Background: an optimization exercise with open tools, aiming at small area, a short achievable clock period and few clock cycles. Do not read the settings as production practice. The RTL was checked by simulation tests, not by an equivalence proof against the original design. Power figures rest on the tool's default switching activity, not on a simulated workload.

==> flow/design.v <==
`timescale 1ns / 1ps
module arrange(
    output [7:0] max,
    output [7:0] med,
    output [7:0] min,
    input [7:0] a,
    input [7:0] b,
    input [7:0] c
    );
    wire x = a < b;
    wire y = a < c;
    wire z = b < c;
    assign max = (!x && !y) ? a : (!z ? b : c);
    assign min = ( x &&  y) ? a : ( z ? b : c);
    assign med = (x ^ y) ? a : ((x ^ z) ? c : b);
endmodule
`timescale 1ns / 1ps
module med_filter(
    output reg [7:0] out,
    output reg out_valid,
    output reg [15:0] addr_med,
    output reg finished,
    output reg [15:0] addr_im,
    input  [7:0] dout_im,
    input start,
    input rst,
    input clk
    );
   reg        running;
   reg [2:0]  ri;       
   reg [7:0]  rc;       
   reg        lastc;    
   reg        col_end;  
   reg        ce_col;   
   reg        ce_band;  
   wire last_rd  = (addr_im == 16'd50175);    
   always @(posedge clk) begin
      if (rst)
         running <= 0;
      else if (start && !running)
         running <= 1;
      else if (col_end && last_rd)
         running <= 0;
      if (rst || (start && !running)) begin
         ri <= 0;
         rc <= 0;
         lastc <= 0;
         col_end <= 0;
         ce_col <= 0;
         ce_band <= 0;
         addr_im <= 0;
      end else begin
         ri <= ri + 3'd1;
         col_end <= (ri == 3'd6);
         ce_col  <= (ri == 3'd6) && !lastc;
         ce_band <= (ri == 3'd6) && lastc;
         addr_im <= addr_im + {{5{col_end}}, ce_band, ce_band, ce_col, !ce_band, 1'b1,
                               !ce_band, 4'b0000, col_end};
         if (col_end) begin
            rc <= lastc ? 8'd0 : rc + 8'd1;
            lastc <= (rc == 8'd222);
         end
      end
   end
   wire       rv = running && (ri[2] || ri[1]) && (rc[7:1] != 0);
   wire [1:0] rf = !rv ? 2'd0 : (ri != 3'd2) ? 2'd1 : (rc != 8'd2) ? 2'd2 : 2'd3;
   reg  [1:0] f1, f2, f3;
   reg        n_row, n_col, n_band;    
   reg        n_rc, n_cb;              
   always @(posedge clk) begin
      if (rst) begin
         f1 <= 0; f2 <= 0; f3 <= 0;
         n_row <= 0; n_col <= 0; n_band <= 0;
         n_rc <= 0; n_cb <= 0;
      end else begin
         f1 <= rf; f2 <= f1; f3 <= f2;
         n_row  <= (f3 == 2'd1);
         n_col  <= (f3 == 2'd2);
         n_band <= (f3 == 2'd3);
         n_rc   <= (f3 == 2'd1) || (f3 == 2'd2);
         n_cb   <= (f3 == 2'd2) || (f3 == 2'd3);
      end
   end
   reg [7:0] p [0:16];
   integer k;
   always @(posedge clk) begin
      p[0] <= dout_im;
      for (k = 1; k <= 16; k = k + 1) p[k] <= p[k-1];
   end
   wire [7:0] smax, smed, smin;
   arrange srow(.max(smax), .med(smed), .min(smin), .a(p[0]), .b(p[8]), .c(p[16]));
   reg [7:0] lo1, lo2, lo3, md1, md2, md3, hi1, hi2, hi3;
   always @(posedge clk) begin
      lo1 <= smin; lo2 <= lo1; lo3 <= lo2;
      md1 <= smed; md2 <= md1; md3 <= md2;
      hi1 <= smax; hi2 <= hi1; hi3 <= hi2;
   end
   wire lx = lo1 < lo2, ly = lo1 < lo3;
   wire mx = md1 < md2, my = md1 < md3;
   wire hx = hi1 < hi2, hy = hi1 < hi3;
   reg  lz, mz, hz;
   reg [7:0] lmax, mmed, hmin;
   always @(posedge clk) begin
      lz <= lx; mz <= mx; hz <= hx;
      lmax <= (!lx && !ly) ? lo1 : (!lz ? lo2 : lo3);
      hmin <= ( hx &&  hy) ? hi1 : ( hz ? hi2 : hi3);
      mmed <= (mx ^ my) ? md1 : ((mx ^ mz) ? md3 : md2);
   end
   wire [7:0] fmed;
   arrange sfin(.max(), .med(fmed), .min(), .a(lmax), .b(mmed), .c(hmin));
   always @(posedge clk) begin
      out <= fmed;
   end
   always @(posedge clk) begin
      if (rst) begin
         out_valid <= 0;
         finished <= 0;
      end else begin
         out_valid <= n_row || n_col || n_band;
         if (start && !running) finished <= 0;
         else if (n_row && addr_med == 16'd49061) finished <= 1;    
      end
      if (start && !running) addr_med <= 16'hFFFF;
      else addr_med <= addr_med + {{5{n_col}}, 1'b0, n_col, n_col, n_rc, n_row, n_col,
                                   n_row, n_rc, n_row, n_rc, n_cb};
   end
endmodule
Settings: LEC_CHECK=0, ABC_AREA=1, CAP_MARGIN=20, CORE_MARGIN=2, CORE_UTILIZATION=40, CTS_BUF_LIST=sky130_fd_sc_hd__clkbuf_16, CTS_CLUSTER_DIAMETER=100, CTS_CLUSTER_SIZE=35, SETUP_SLACK_MARGIN=2.5, SLEW_MARGIN=20; clock period 4.5 ns.
standard.sh (not shown) runs the stock make flow with config.mk's settings and CLKGATE_MAP_FILE= SYNTH_SCRIPT=/design/flow/synth_recipe.tcl, a recipe that flattens the netlist after the stock synthesis.
==> flow/flow/run.sh <==
#!/bin/bash
# Standard ORFS layout, with unrestricted resizing and plain buffers on the ports.
set -euo pipefail
bash standard.sh MATCH_CELL_FOOTPRINT=0 "BUFFER_PORTS_ARGS=-buffer_cell sky130_fd_sc_hd__buf_2" finish > standard.log 2>&1
The starting point went through all stages and came out clean.
Testbench counts at the start, summed over its fixed seeds: cycles 795,708.
Then changed:
--- a/flow/config.mk
+++ b/flow/config.mk
@@ -11 +11 @@
-export CORE_UTILIZATION = 40
+export CORE_UTILIZATION = 55
@@ -13,2 +13,3 @@
-export CTS_CLUSTER_DIAMETER = 100
-export CTS_CLUSTER_SIZE = 35
+export CTS_CLUSTER_DIAMETER = 80
+export CTS_CLUSTER_SIZE = 25
+export PLACE_DENSITY = 0.7
What happened: The new run produced a clean layout; area after synthesis does not change; hold slack improved by 0.010 ns; sequential power stays flat; power stays flat.

---

RTL: the design.v shown in full above, as it stands there.
export LEC_CHECK = 0
export CAP_MARGIN = 20
export CORE_MARGIN = 2
export CORE_UTILIZATION = 40
export CTS_BUF_LIST = sky130_fd_sc_hd__clkbuf_16
export CTS_CLUSTER_DIAMETER = 80
export CTS_CLUSTER_SIZE = 25
export SETUP_SLACK_MARGIN = 2.3
export SLEW_MARGIN = 20
create_clock -name core_clock -period 4.5 [get_ports {clk}]
Scripts as last shown in full above: flow/flow/run.sh
The first run ran to the end with no violations.
Testbench counts at the start, summed over its fixed seeds: cycles 795,708.
Change:
Settings changed: ABC_AREA from default to 1, SETUP_SLACK_MARGIN 2.3 to 2.5.
Outcome: Global-route usage drops by 0.25 points; first-iteration DRC count climbs by well over a third; register-to-register slack gains 0.40 ns; routed wire length climbs by a few percent; worst setup slack gains 0.40 ns; area after synthesis climbs by a few percent; sequential cell count is unchanged; power drops by a few percent; cell count climbs by about a fifth; fmax climbs by about a fifth; final area drops slightly.
Change:
Settings changed: SETUP_SLACK_MARGIN 2.5 to 2.7.
Clock-buffer cell count is higher by 2.
Cell area goes up by 10%.
Synthesized cell count stays the same.
Global-route usage increases by 0.70 points.
Non-clock buffer count grows by 42.
Change:
Settings changed: SETUP_SLACK_MARGIN 2.7 to 2.6.
After rerunning:
- register-to-register slack is about the same
- design area drops by a few percent
- worst hold slack improved by 0.0066 ns
- total power came out lower by a few percent
- combinational power went down by a little under a tenth
- fmax drops slightly
- wire length fell by a few percent
- sequential cell count is unchanged
- non-clock buffer count fell by 8
- cell count went down slightly

## port drivers added, routing unchanged
The flow's constraints put no driver on any port. The routed layouts listed below were extracted and timed again, unchanged, in two steps. Step 1 sets driving cells, clkbuf_16 on the clock port and buf_2 on the other inputs (assumed; they add their load-dependent delay and slew). Step 2, shift: input delay + t, output delay - t, t = (earliest + latest rising clock arrival at the registers) / 2. This alone moves slack from input paths to output paths. Slacks: no drivers / after step 1 / after step 2; pairs: no drivers / after step 1.
| run | shift t [ns] | slack for setup (ns) | worst setup path at the end | clock arrival spread, ns | worst register clock-pin slew, ns |
|---|---|---|---|---|---|
| the first run of note 1 | 0.538 | 2.444 / 2.444 / 2.154 | input to register | 0.024 / 0.023 | 0.12 / 0.12 |
| the second run of note 1 | 0.548 | 2.473 / 2.473 / 2.147 | input to register | 0.024 / 0.024 | 0.10 / 0.10 |
| the first run of note 2 | 0.555 | 2.147 / 2.147 / 2.147 | register to register | 0.023 / 0.022 | 0.10 / 0.10 |
| the second run of note 2 | 0.529 | 2.544 / 2.498 / 2.168 | input to register | 0.020 / 0.020 | 0.10 / 0.10 |
| the third run of note 2 | 0.554 | 2.517 / 2.517 / 2.330 | input to register | 0.029 / 0.029 | 0.10 / 0.10 |
| the fourth run of note 2 | 0.529 | 2.502 / 2.502 / 2.264 | input to register | 0.022 / 0.022 | 0.10 / 0.10 |
After both steps setup and hold are still met in every run listed. For the second run of note 2, which loses most, drivers alone change the setup slack by -0.046 ns; drivers and shift together by -0.376 ns.
